This design comes from an exercise in tuning for small area on the open sky130 flow, not from production work. In this exercise RTL edits were held to simulation tests only and were not proved equivalent to the original. Power and IR drop assume default switching activity.

Setup of red:
## RISCVunicycle
module RISCVunicycle (
    input  wire        clk,
    input  wire        rst,
    input  wire [31:0] instr,
    input  wire [31:0] ReadData,
    output wire [31:0] PC,
    output wire        MemWrite,
    output wire        MemRead,
    output wire [31:0] ALUResult,
    output wire [31:0] WriteData
);
Settings: LEC_CHECK=0, CAP_MARGIN=0, CORE_MARGIN=2, CORE_UTILIZATION=35, SETUP_SLACK_MARGIN=0.2, SLEW_MARGIN=0, SYNTH_HIERARCHICAL=1, SYNTH_MINIMUM_KEEP_SIZE=0; clock period 10.0 ns.
standard.sh (not shown) runs the stock make flow with config.mk's settings and CLKGATE_MAP_FILE= SYNTH_SCRIPT=/design/flow/synth_recipe.tcl, a recipe that flattens the netlist after the stock synthesis.
==> flow/flow/run.sh <==
#!/bin/bash
# Own layout flow: the standard ORFS flow (standard.sh, unchanged synthesis)
# with two changes:
#  - plain buffers (buf_1) on the ports instead of the default port buffer,
#  - clock tree built from clkbuf_8 (clusters of up to 16 sinks, 80 um) without
#    dummy loads.
# The full make output goes to flow_make.log in the work folder; ORFS keeps its
# per-step logs under orfs/logs/.
set -euo pipefail
export BUFFER_PORTS_ARGS="-buffer_cell sky130_fd_sc_hd__buf_1"
export CTS_ARGS="-sink_clustering_enable -repair_clock_nets -dont_use_dummy_load -buf_list sky130_fd_sc_hd__clkbuf_8 -sink_clustering_size 16 -sink_clustering_max_diameter 80"
bash standard.sh > flow_make.log 2>&1
red: done, clean on timing, DRC and antenna
## Diff of input files: blue against red
--- a/flow/config.mk
+++ b/flow/config.mk
@@ -10 +10 @@
-export CORE_UTILIZATION = 35
+export CORE_UTILIZATION = 50
==> comparison <==
Comparing blue against red, there is no change at all in global-route congestion overflow total.
blue vs red: cell area down by a few percent
Area overhead of the layout relative to synthesis was higher in red than in blue.
red has higher portion of the clock cycle consumed by the worst path in the final layout than blue.
met3 demand-to-capacity share in global routing ends up lower on red.
diff inputs: blue => green
--- a/flow/config.mk
+++ b/flow/config.mk
@@ -10 +10 @@
-export CORE_UTILIZATION = 50
+export CORE_UTILIZATION = 40
==> results.txt <==
Of green and blue, it is green that has the higher cell count.
green ends up with lower worst path setup slack after routing than blue does.
The final reports for green and blue show non-clock buffer share of cell area higher in the former.
Of green and blue, the higher global-route usage belongs to blue.

* * *

Another version of the RTL of RISCVunicycle (not shown whole).
Size in the first run: roughly 3000 cells after synthesis, ~1000 flip-flops, ~160 I/O pins, about 47000 sq um of cells after synthesis.
Settings: LEC_CHECK=0, CAP_MARGIN=0, CORE_MARGIN=2, CORE_UTILIZATION=55, SETUP_SLACK_MARGIN=0, SLEW_MARGIN=0, SYNTH_HIERARCHICAL=1, SYNTH_MINIMUM_KEEP_SIZE=0; clock period 10.0 ns.
run.sh (not shown) runs the stock make flow with config.mk's settings and CLKGATE_MAP_FILE= SYNTH_SCRIPT=/design/flow/synth_recipe.tcl, a recipe that flattens the netlist after the stock synthesis.
Stock flow here: none of the scripts above is used.
The first run finished but failed the layout checks on setup timing.
Next try:
==> flow/flow/run.sh (new file) <==
#!/bin/bash
# Own layout flow: the standard ORFS flow (standard.sh, unchanged synthesis)
# with two changes:
#  - plain buffers (buf_2) on the ports instead of the default port buffer,
#  - clock tree built from clkbuf_8 (clusters of up to 16 sinks, 80 um) without
#    dummy loads.
# The full make output goes to flow_make.log in the work folder; ORFS keeps its
# per-step logs under orfs/logs/.
set -euo pipefail
export BUFFER_PORTS_ARGS="-buffer_cell sky130_fd_sc_hd__buf_2"
export CTS_ARGS="-sink_clustering_enable -repair_clock_nets -dont_use_dummy_load -buf_list sky130_fd_sc_hd__clkbuf_8 -sink_clustering_size 16 -sink_clustering_max_diameter 80"
bash standard.sh > flow_make.log 2>&1
==> flow/standard.sh (new file) <==
#!/bin/bash
# synth_recipe.tcl (not shown) runs the flow's synth.tcl, then flattens the netlist and writes it again
# the make line also repeats each setting of config.mk as NAME=value (left out here)
make -C /OpenROAD-flow-scripts/flow DESIGN_CONFIG=/design/flow/config.mk WORK_HOME=/design/flow/orfs CLKGATE_MAP_FILE= SYNTH_SCRIPT=/design/flow/synth_recipe.tcl "${@:-finish}"
Settings changed: SETUP_SLACK_MARGIN 0 to 0.1.
removed: flow/run.sh
Effect:
- Now the flow went through all stages and came out clean
- sequential power stays flat
- clock skew came out higher by 0.10 ns
- worst hold slack loses 0.043 ns
- routed wire length came out higher by about 0.5%
- synthesized cell count stays the same
- synthesized area does not change
- power came out lower by about 16%
- clock power came out lower by 47%

## afterwards: timing with drivers on the ports
No port has a modelled driver above. Below, the same layouts with a new extraction and two added sets of constraints. Step 1 (the two cells are an assumption about what drives the block):
set clk [get_ports {clk}]
set_driving_cell -lib_cell sky130_fd_sc_hd__clkbuf_16 $clk
set_driving_cell -lib_cell sky130_fd_sc_hd__buf_2 [delete_from_list [all_inputs] $clk]
Step 2, shift: input delay + t, output delay - t, t = (earliest + latest rising clock arrival at the registers) / 2. This alone moves slack from input paths to output paths. Slacks: ideal ports / drivers / drivers and shift; pairs: ideal ports / drivers.
run | shift t [ns] | setup WS [ns] | worst setup path after step 2 | worst data-port slew with drivers (ns)
red | 0.836 | 0.218 / 0.183 / 0.183 | input to output | 0.27
blue | 0.801 | 0.315 / 0.227 / 0.227 | input to output | 0.11
green | 0.819 | 0.192 / 0.172 / 0.172 | input to output | 0.21
the first run of note 2 | 0.774 | -0.038 / -0.067 / -0.067 | input to output | 0.12
the second run of note 2 | 0.752 | 0.174 / 0.090 / 0.090 | input to output | 0.10
For blue, which loses most, drivers alone change the setup slack by -0.088 ns; drivers and shift together by -0.088 ns.
